From an optimization exercise on the open Yosys and OpenROAD flow, aimed at small area and few clock cycles; shortcuts taken in it are not production practice.
Only simulation tests tie the RTL to the original design; equivalence was not proved.
Power figures rest on the tool's default switching activity, not on a simulated workload.

==> flow/design.v (excerpt) <==
module nic_output_port_lookup #(
    parameter int unsigned C_M_AXIS_DATA_WIDTH = 512,
    parameter int unsigned C_S_AXIS_DATA_WIDTH = 512,
    parameter int unsigned C_M_AXIS_TUSER_WIDTH = 128,
    parameter int unsigned C_S_AXIS_TUSER_WIDTH = 128,
    parameter int unsigned SRC_PORT_POS = 16,
    parameter int unsigned DST_PORT_POS = 24,
    parameter int unsigned        C_S_AXI_DATA_WIDTH = 32,
    parameter int unsigned        C_S_AXI_ADDR_WIDTH = 12,
    parameter bit          [31:0] C_BASEADDR         = 32'h00000000
) (
    input axis_aclk,
    input axis_resetn,
    output [        C_M_AXIS_DATA_WIDTH - 1:0] m_axis_tdata,
    output [((C_M_AXIS_DATA_WIDTH / 8)) - 1:0] m_axis_tkeep,
    output [         C_M_AXIS_TUSER_WIDTH-1:0] m_axis_tuser,
    output                                     m_axis_tvalid,
    input                                      m_axis_tready,
    output                                     m_axis_tlast,
    input  [        C_S_AXIS_DATA_WIDTH - 1:0] s_axis_tdata,
    input  [((C_S_AXIS_DATA_WIDTH / 8)) - 1:0] s_axis_tkeep,
    input  [         C_S_AXIS_TUSER_WIDTH-1:0] s_axis_tuser,
    input                                      s_axis_tvalid,
    output                                     s_axis_tready,
    input                                      s_axis_tlast,
    input  [  C_S_AXI_ADDR_WIDTH-1 : 0] S_AXI_AWADDR,
    input                               S_AXI_AWVALID,
    input  [  C_S_AXI_DATA_WIDTH-1 : 0] S_AXI_WDATA,
    input  [C_S_AXI_DATA_WIDTH/8-1 : 0] S_AXI_WSTRB,
    input                               S_AXI_WVALID,
    input                               S_AXI_BREADY,
    input  [  C_S_AXI_ADDR_WIDTH-1 : 0] S_AXI_ARADDR,
    input                               S_AXI_ARVALID,
    input                               S_AXI_RREADY,
    output                              S_AXI_ARREADY,
    output [  C_S_AXI_DATA_WIDTH-1 : 0] S_AXI_RDATA,
    output [                     1 : 0] S_AXI_RRESP,
    output                              S_AXI_RVALID,
    output                              S_AXI_WREADY,
    output [                     1 : 0] S_AXI_BRESP,
    output                              S_AXI_BVALID,
    output                              S_AXI_AWREADY
);
Size: about 1800 flip-flops, about 64000 um2 of cells after synthesis.
==> flow/config.mk <==
export PLATFORM = sky130hd
export DESIGN_NAME = nic_output_port_lookup
export DESIGN_NICKNAME = nic_output_port_lookup
export VERILOG_FILES = /design/flow/design.v
export SDC_FILE = /design/flow/constraint.sdc
export NUM_CORES = 4
export LEC_CHECK = 0
export CAP_MARGIN = 20
export CORE_AREA = 10 10 690 690
export DIE_AREA = 0 0 700 700
export SLEW_MARGIN = 20
==> flow/constraint.sdc <==
create_clock -name core_clock -period 4.0 [get_ports {axis_aclk}]
set_input_delay 0.8000 -clock core_clock [delete_from_list [all_inputs] [get_ports {axis_aclk}]]
set_output_delay 0.8000 -clock core_clock [all_outputs]
set_load 0.01 [all_outputs]
standard.sh (not shown) runs the stock make flow with config.mk's settings and CLKGATE_MAP_FILE= SYNTH_SCRIPT=/design/flow/synth_recipe.tcl, a recipe that flattens the netlist after the stock synthesis.
==> flow/flow/run.sh <==
#!/bin/bash
set -euo pipefail
bash standard.sh BUFFER_PORTS_ARGS="-buffer_cell sky130_fd_sc_hd__buf_1" \
  CTS_ARGS="-sink_clustering_enable -repair_clock_nets -dont_use_dummy_load -sink_clustering_size 30 -sink_clustering_max_diameter 80" \
  PLACE_DENSITY=0.8 DIE_AREA="0 0 450 450" CORE_AREA="10 10 440 440" finish > standard.log 2>&1
The starting point completed without violations.
Testbench counts at the start, summed over its fixed seeds: cycles 25,265.
Then changed:
==> flow/flow/run.sh (replaced) <==
#!/bin/bash
set -euo pipefail
bash standard.sh BUFFER_PORTS_ARGS="-buffer_cell sky130_fd_sc_hd__buf_1" \
  CTS_ARGS="-sink_clustering_enable -repair_clock_nets -dont_use_dummy_load -sink_clustering_size 30 -sink_clustering_max_diameter 90" \
  DIE_AREA="0 0 450 450" CORE_AREA="10 10 440 440" finish > standard.log 2>&1
Result: The new run completed without violations. Final area falls by 0.73%. Sequential power barely changes. Sequential share of layout area came out higher by 0.45 points. Worst hold slack improved by 0.041 ns. Non-clock buffer count falls by 10. Worst setup slack gets worse by 0.17 ns. Synthesized cell count is unchanged. Power falls by 3.0%. Clock-buffer cell count decreases by 20. Combinational power decreases by 6.2%.
Then changed:
==> flow/flow/run.sh (replaced) <==
#!/bin/bash
set -euo pipefail
bash standard.sh BUFFER_PORTS_ARGS="-buffer_cell sky130_fd_sc_hd__buf_1" \
  CTS_ARGS="-sink_clustering_enable -repair_clock_nets -dont_use_dummy_load -sink_clustering_size 30 -sink_clustering_max_diameter 80" \
  DIE_AREA="0 0 450 450" CORE_AREA="10 10 440 440" finish > standard.log 2>&1
After rerunning:
- The changed run went through all stages and came out clean
- synthesized area stays the same
- sequential power hardly moves
- count of clock-buffer cells in the layout increases by 14
- wire length stays flat
- design area rose by 0.49%
Then changed:
==> flow/flow/run.sh (replaced) <==
#!/bin/bash
set -euo pipefail
bash standard.sh BUFFER_PORTS_ARGS="-buffer_cell sky130_fd_sc_hd__buf_1" \
  CTS_ARGS="-sink_clustering_enable -repair_clock_nets -dont_use_dummy_load -sink_clustering_size 30 -sink_clustering_max_diameter 70" \
  DIE_AREA="0 0 450 450" CORE_AREA="10 10 440 440" finish > standard.log 2>&1
The changed run finished clean.
Die area is unchanged.
Sequential share of layout area goes down by 0.46 points.
Total power grows by 2.9%.

afterwards: timing with drivers on the ports:
No port has a modelled driver above. Below, the same layouts with a new extraction and two added sets of constraints. Step 1 assumes that a clkbuf_16 drives the clock port and a buf_2 every other input. Step 2, shift: input delay + t, output delay - t, t = (earliest + latest rising clock arrival at the registers) / 2. This alone moves slack from input paths to output paths. Three values: no drivers, after step 1, after step 2; two values: the first two.
| run | t (ns) | slack for setup (ns) | hold slack, ns | clock arrival spread, ns |
|---|---|---|---|---|
| the first run | 0.838 | 0.361 / 0.268 / 0.327 | 0.210 / 0.156 / 0.466 | 0.153 / 0.153 |
| the second run | 0.816 | 0.195 / 0.109 / 0.099 | 0.251 / 0.197 / 0.461 | 0.120 / 0.119 |
| the third run | 0.799 | 0.121 / 0.036 / 0.182 | 0.251 / 0.204 / 0.456 | 0.131 / 0.132 |
| the fourth run | 0.840 | 0.111 / 0.023 / 0.178 | 0.218 / 0.165 / 0.457 | 0.144 / 0.144 |
After both steps setup and hold are still met in every run listed. The setup slack of the second run, which loses most, moves by -0.086 ns with the drivers and by -0.096 ns with both steps.
